Background: an optimization exercise with open tools, aiming at small area. Do not read the settings as production practice. The RTL was checked by simulation tests, not by an equivalence proof against the original design. Power figures rest on the tool's default switching activity, not on a simulated workload.

## run 1
## ols_core
module ols_core(
  clock, extReset, 
  extTriggerIn, 
  opcode, config_data, execute, indata, outputBusy, 
  sampleReady50, outputSend, stableInput,
  memoryWrData, memoryRead, memoryWrite, memoryLastWrite,
  extTriggerOut, armLEDnn, 
  triggerLEDnn, wrFlags, extTestMode);
Size in the first run: ~4700 cells after synthesis, ~1600 flip-flops, roughly 150 I/O pins, roughly 60000 um2 of cells after synthesis.
Settings: LEC_CHECK=0, CAP_MARGIN=20, CORE_MARGIN=2, CORE_UTILIZATION=65, CTS_BUF_LIST=sky130_fd_sc_hd__clkbuf_16, CTS_CLUSTER_DIAMETER=100, CTS_CLUSTER_SIZE=25, SLEW_MARGIN=20; clock period 10.0 ns.
standard.sh (not shown) runs the stock make flow with config.mk's settings and CLKGATE_MAP_FILE= SYNTH_SCRIPT=/design/flow/synth_recipe.tcl, a recipe that flattens the netlist after the stock synthesis.
==> flow/flow/run.sh <==
#!/bin/bash
# Layout: the standard flow (standard.sh, unchanged synthesis), with two
# changes to how it is made:
#  - input and output ports are buffered with buf_1 instead of the default
#    buffer_ports choice;
#  - clock tree synthesis runs without dummy loads.
# make's full output goes to flow_make.log here; ORFS keeps each step's log
# under orfs/logs/.
set -euo pipefail
bash standard.sh \
  "BUFFER_PORTS_ARGS=-buffer_cell sky130_fd_sc_hd__buf_1" \
  "CTS_ARGS=-sink_clustering_enable -repair_clock_nets -sink_clustering_size 25 -sink_clustering_max_diameter 100 -buf_list sky130_fd_sc_hd__clkbuf_16 -dont_use_dummy_load" \
  finish > flow_make.log 2>&1
Run 1: done, clean on timing, DRC and antenna
For run 2, these inputs were changed with respect to run 1:
--- a/flow/flow/run.sh
+++ b/flow/flow/run.sh
@@ -10,4 +10,4 @@
 bash standard.sh \
   "BUFFER_PORTS_ARGS=-buffer_cell sky130_fd_sc_hd__buf_1" \
-  "CTS_ARGS=-sink_clustering_enable -repair_clock_nets -sink_clustering_size 25 -sink_clustering_max_diameter 100 -buf_list sky130_fd_sc_hd__clkbuf_16 -dont_use_dummy_load" \
+  "CTS_ARGS=-sink_clustering_enable -repair_clock_nets -sink_clustering_size 14 -sink_clustering_max_diameter 100 -buf_list sky130_fd_sc_hd__clkbuf_8 -dont_use_dummy_load" \
   finish > flow_make.log 2>&1
--- a/flow/config.mk
+++ b/flow/config.mk
@@ -8,7 +8,7 @@
 export CAP_MARGIN = 20
 export CORE_MARGIN = 2
-export CORE_UTILIZATION = 65
-export CTS_BUF_LIST = sky130_fd_sc_hd__clkbuf_16
+export CORE_UTILIZATION = 75
+export CTS_BUF_LIST = sky130_fd_sc_hd__clkbuf_8
 export CTS_CLUSTER_DIAMETER = 100
-export CTS_CLUSTER_SIZE = 25
+export CTS_CLUSTER_SIZE = 14
 export SLEW_MARGIN = 20
Results
- Compared to run 1, run 2 has number of clock buffers in the layout about 70% higher.
- In the tables for run 2 and run 1, signal arrival time at the worst endpoint reads higher with run 2.
- Count of flip-flops and latches: run 2 vs run 1 identical
- The run with more routed wire is run 2, not run 1.
- Vias: run 2 above run 1
- sync.itm_indata180[17] as the termination of the worst setup path was reported by run 1, and sync.itm_indata180[18] by run 2.
#### Input delta (run 3 over run 2)
==> flow/flow/run.sh <==
#!/bin/bash
# Layout: the standard flow (standard.sh, unchanged synthesis), with
# changes to how it is made:
#  - input and output ports are buffered with buf_1;
#  - clock tree synthesis runs without dummy loads;
#  - after global routing the resizer downsizes gates off the critical paths
#    (RECOVER_POWER), free to change footprints.
# make's full output goes to flow_make.log here; ORFS keeps each step's log
# under orfs/logs/.
set -euo pipefail
bash standard.sh \
  "BUFFER_PORTS_ARGS=-buffer_cell sky130_fd_sc_hd__buf_1" \
  "CTS_ARGS=-sink_clustering_enable -repair_clock_nets -sink_clustering_size 25 -sink_clustering_max_diameter 100 -buf_list sky130_fd_sc_hd__clkbuf_16 -dont_use_dummy_load" \
  "RECOVER_POWER=100" "MATCH_CELL_FOOTPRINT=0" \
  finish > flow_make.log 2>&1
==> flow/config.mk <==
export PLATFORM = sky130hd
export DESIGN_NAME = ols_core
export DESIGN_NICKNAME = ols_core
export VERILOG_FILES = /design/flow/design.v
export SDC_FILE = /design/flow/constraint.sdc
export NUM_CORES = 4
export LEC_CHECK = 0
export CAP_MARGIN = 0
export CORE_MARGIN = 2
export CORE_UTILIZATION = 65
export CTS_BUF_LIST = sky130_fd_sc_hd__clkbuf_16
export CTS_CLUSTER_DIAMETER = 100
export CTS_CLUSTER_SIZE = 25
export SLEW_MARGIN = 0
Results
Taking run 2 as the reference, in run 3 number of cells on the critical path moved down; total power now larger; met1 track demand over resource went down by 6.7 points; wire length moved down. In terms of cell area, run 3 and run 2 differ only marginally. Between run 2 and run 3, the global router's overall resource usage is lower for run 3. Going from run 2 to run 3, wire length the detailed router placed on met1 grew by a few percent. Run 3 and run 2 ended up with roughly the same fraction of power consumed by combinational cells. Summary — non-clock buffer count, run 3 relative to run 2: lower, by 2.9%. Run 3: all stages done; final checks FAILED (capacitance limit, slew limit). The global-route wire length before repair number comes out higher for run 2 vs run 3. The timing endpoint of the critical path comes out delay_fifo.shift[0][32] in one run and sync.itm_indata180[18] in the other, namely in run 3 and run 2 respectively.
The following lists how run 4 was set up differently from run 3:
==> flow/run.sh (new file) <==
#!/bin/bash
# synth_recipe.tcl (not shown) runs the flow's synth.tcl, then flattens the netlist and writes it again
# the make line also repeats each setting of config.mk as NAME=value (left out here)
make -C /OpenROAD-flow-scripts/flow DESIGN_CONFIG=/design/flow/config.mk WORK_HOME=/design/flow/orfs CLKGATE_MAP_FILE= SYNTH_SCRIPT=/design/flow/synth_recipe.tcl finish
--- a/flow/config.mk
+++ b/flow/config.mk
@@ -6,5 +6,5 @@
 export NUM_CORES = 4
 export LEC_CHECK = 0
-export CAP_MARGIN = 0
+export CAP_MARGIN = 20
 export CORE_MARGIN = 2
 export CORE_UTILIZATION = 65
@@ -12,3 +12,3 @@
 export CTS_CLUSTER_DIAMETER = 100
 export CTS_CLUSTER_SIZE = 25
-export SLEW_MARGIN = 0
+export SLEW_MARGIN = 20
removed: flow/flow/run.sh
removed: flow/standard.sh
Notes after the runs:
Every stage of the flow completed for run 4, and the final layout passed the timing, DRC and antenna checks.
Clock slew at the register clock pins of the worst setup and hold paths across run 4 and run 3: no real change.
Of run 4 and run 3, the run reporting the higher utilization was run 4.
Run 4: wire length of the first global-routing pass higher than run 3
Register area of run 3 is on par with run 4.
Run 4 against run 3: average detailed-routed wire length per instance shrank by 0.20 um; footprint of the multi-input gates now sits higher; post-detailed-routing wire length up about 0.4%.
[compare] base=run 3 new=run 4: fraction of area in multi-input gates -0.73 points; hold slack ~0 delta; area of all placed cells without fillers shows an increase of 1700 um2; ratio of total power to cell area went down by 0.70%.

---

== alpha ==
Starting RTL as in the previous note.
export LEC_CHECK = 0
export CAP_MARGIN = 20
export CORE_MARGIN = 2
export CORE_UTILIZATION = 75
export CTS_BUF_LIST = sky130_fd_sc_hd__clkbuf_16
export CTS_CLUSTER_DIAMETER = 100
export CTS_CLUSTER_SIZE = 28
export SLEW_MARGIN = 20
create_clock -name core_clock -period 10.0 [get_ports {clock}]
==> flow/flow/run.sh <==
#!/bin/bash
# Layout: the standard flow (standard.sh, unchanged synthesis), with two
# changes to how it is made:
#  - input and output ports are buffered with buf_1 instead of the default
#    buffer_ports choice;
#  - clock tree synthesis runs without dummy loads, with clusters of up to
#    28 flip-flops per clkbuf_16 leaf buffer.
# make's full output goes to flow_make.log here; ORFS keeps each step's log
# under orfs/logs/.
set -euo pipefail
bash standard.sh \
  "BUFFER_PORTS_ARGS=-buffer_cell sky130_fd_sc_hd__buf_1" \
  "CTS_ARGS=-sink_clustering_enable -repair_clock_nets -sink_clustering_size 28 -sink_clustering_max_diameter 100 -buf_list sky130_fd_sc_hd__clkbuf_16 -dont_use_dummy_load" \
  finish > flow_make.log 2>&1
## Diff of input files: beta against alpha
Settings: a change of CTS_CLUSTER_SIZE from 28 to 25; a change of CORE_UTILIZATION from 75 to 65; an added GPL_TIMING_DRIVEN of 0.
==> flow/flow/run.sh <==
#!/bin/bash
# Layout: the standard flow (standard.sh, unchanged synthesis), with two
# changes to how it is made:
#  - input and output ports are buffered with buf_1 instead of the default
#    buffer_ports choice;
#  - clock tree synthesis runs without dummy loads.
# make's full output goes to flow_make.log here; ORFS keeps each step's log
# under orfs/logs/.
set -euo pipefail
bash standard.sh \
  "BUFFER_PORTS_ARGS=-buffer_cell sky130_fd_sc_hd__buf_1" \
  "CTS_ARGS=-sink_clustering_enable -repair_clock_nets -sink_clustering_size 25 -sink_clustering_max_diameter 100 -buf_list sky130_fd_sc_hd__clkbuf_16 -dont_use_dummy_load" \
  "REMOVE_ABC_BUFFERS=1" \
  finish > flow_make.log 2>&1
--- outcome ---
- beta went all the way through synthesis, placement and routing and the layout is clean on timing, DRC and antenna.
- alpha: flow completed, timing, DRC and antenna clean
- When beta is set beside alpha, its total power density per cell area turns out to be about 0.7% larger.
- In the flow results for beta and alpha, the global routing usage on met2 is larger on alpha.
- The number of signal-net buffers in the layout reported for beta is smaller than that of alpha by 42.
- beta ended up with a higher placement row count than alpha did.
- Diff alpha -> beta: utilization now sits lower, count of unresolved DRC violations after routing now sits at about the same level, met1 layer usage reported by global route now sits lower, portion of total power attributed to the clock network now sits higher.
- The run showing the greater global-route total usage across every layer is alpha.
- As of beta, total power had risen by a few percent compared to alpha.
Modified inputs, gamma compared to beta
Settings: clearing GPL_TIMING_DRIVEN, which used to be 0; swapping 65 for 75 in CORE_UTILIZATION; swapping 25 for 28 in CTS_CLUSTER_SIZE.
diff --git a/flow/flow/run.sh b/flow/flow/run.sh
--- a/flow/flow/run.sh
+++ b/flow/flow/run.sh
@@ -10,5 +10,4 @@
 bash standard.sh \
   "BUFFER_PORTS_ARGS=-buffer_cell sky130_fd_sc_hd__buf_1" \
-  "CTS_ARGS=-sink_clustering_enable -repair_clock_nets -sink_clustering_size 25 -sink_clustering_max_diameter 100 -buf_list sky130_fd_sc_hd__clkbuf_16 -dont_use_dummy_load" \
-  "REMOVE_ABC_BUFFERS=1" \
+  "CTS_ARGS=-sink_clustering_enable -repair_clock_nets -sink_clustering_size 28 -sink_clustering_max_diameter 100 -buf_list sky130_fd_sc_hd__clkbuf_16 -dont_use_dummy_load" \
   finish > flow_make.log 2>&1
==> run summary <==
Re clock power: gamma is 7.2% down on beta. sync.itm_indata180[6] as the endpoint of the worst setup timing path was reported by gamma, and sync.itm_indata180[20] by beta. Diff beta -> gamma: final-layout worst hold slack rose by 0.015 ns; sum of routed wire segments on met1 decreased 10%. Comparing beta against gamma, there is no change at all in number of sequential cells. As of gamma, final wirelength had risen slightly compared to beta. Relative to beta, the clock network power share of gamma is lower by 1.5 points. Largest vdd supply drop | gamma above beta. Taking beta as the reference, in gamma global-route usage shows an increase of 4.7 points, final instance area shows a reduction of about 1.6%, via density per instance shows an increase of about 5%.
Input-level comparison between delta and gamma:
Settings: changing CTS_CLUSTER_SIZE from 28 to 25; changing CAP_MARGIN from 20 to 10; changing SLEW_MARGIN from 20 to 10.
diff --git a/flow/flow/run.sh b/flow/flow/run.sh
--- a/flow/flow/run.sh
+++ b/flow/flow/run.sh
@@ -10,4 +10,4 @@
 bash standard.sh \
   "BUFFER_PORTS_ARGS=-buffer_cell sky130_fd_sc_hd__buf_1" \
-  "CTS_ARGS=-sink_clustering_enable -repair_clock_nets -sink_clustering_size 28 -sink_clustering_max_diameter 100 -buf_list sky130_fd_sc_hd__clkbuf_16 -dont_use_dummy_load" \
+  "CTS_ARGS=-sink_clustering_enable -repair_clock_nets -sink_clustering_size 25 -sink_clustering_max_diameter 100 -buf_list sky130_fd_sc_hd__clkbuf_16 -dont_use_dummy_load" \
   finish > flow_make.log 2>&1
Results
The flow did not stop early for delta: all stages ran, and the layout cleared the timing, DRC and antenna checks.
| normalized max-slew margin | delta vs gamma | 14 points lower |
Relative to gamma, met3 layer usage reported by global route increased by 0.26 points in delta.
Post-route non-filler standard cell count of gamma is on par with delta.
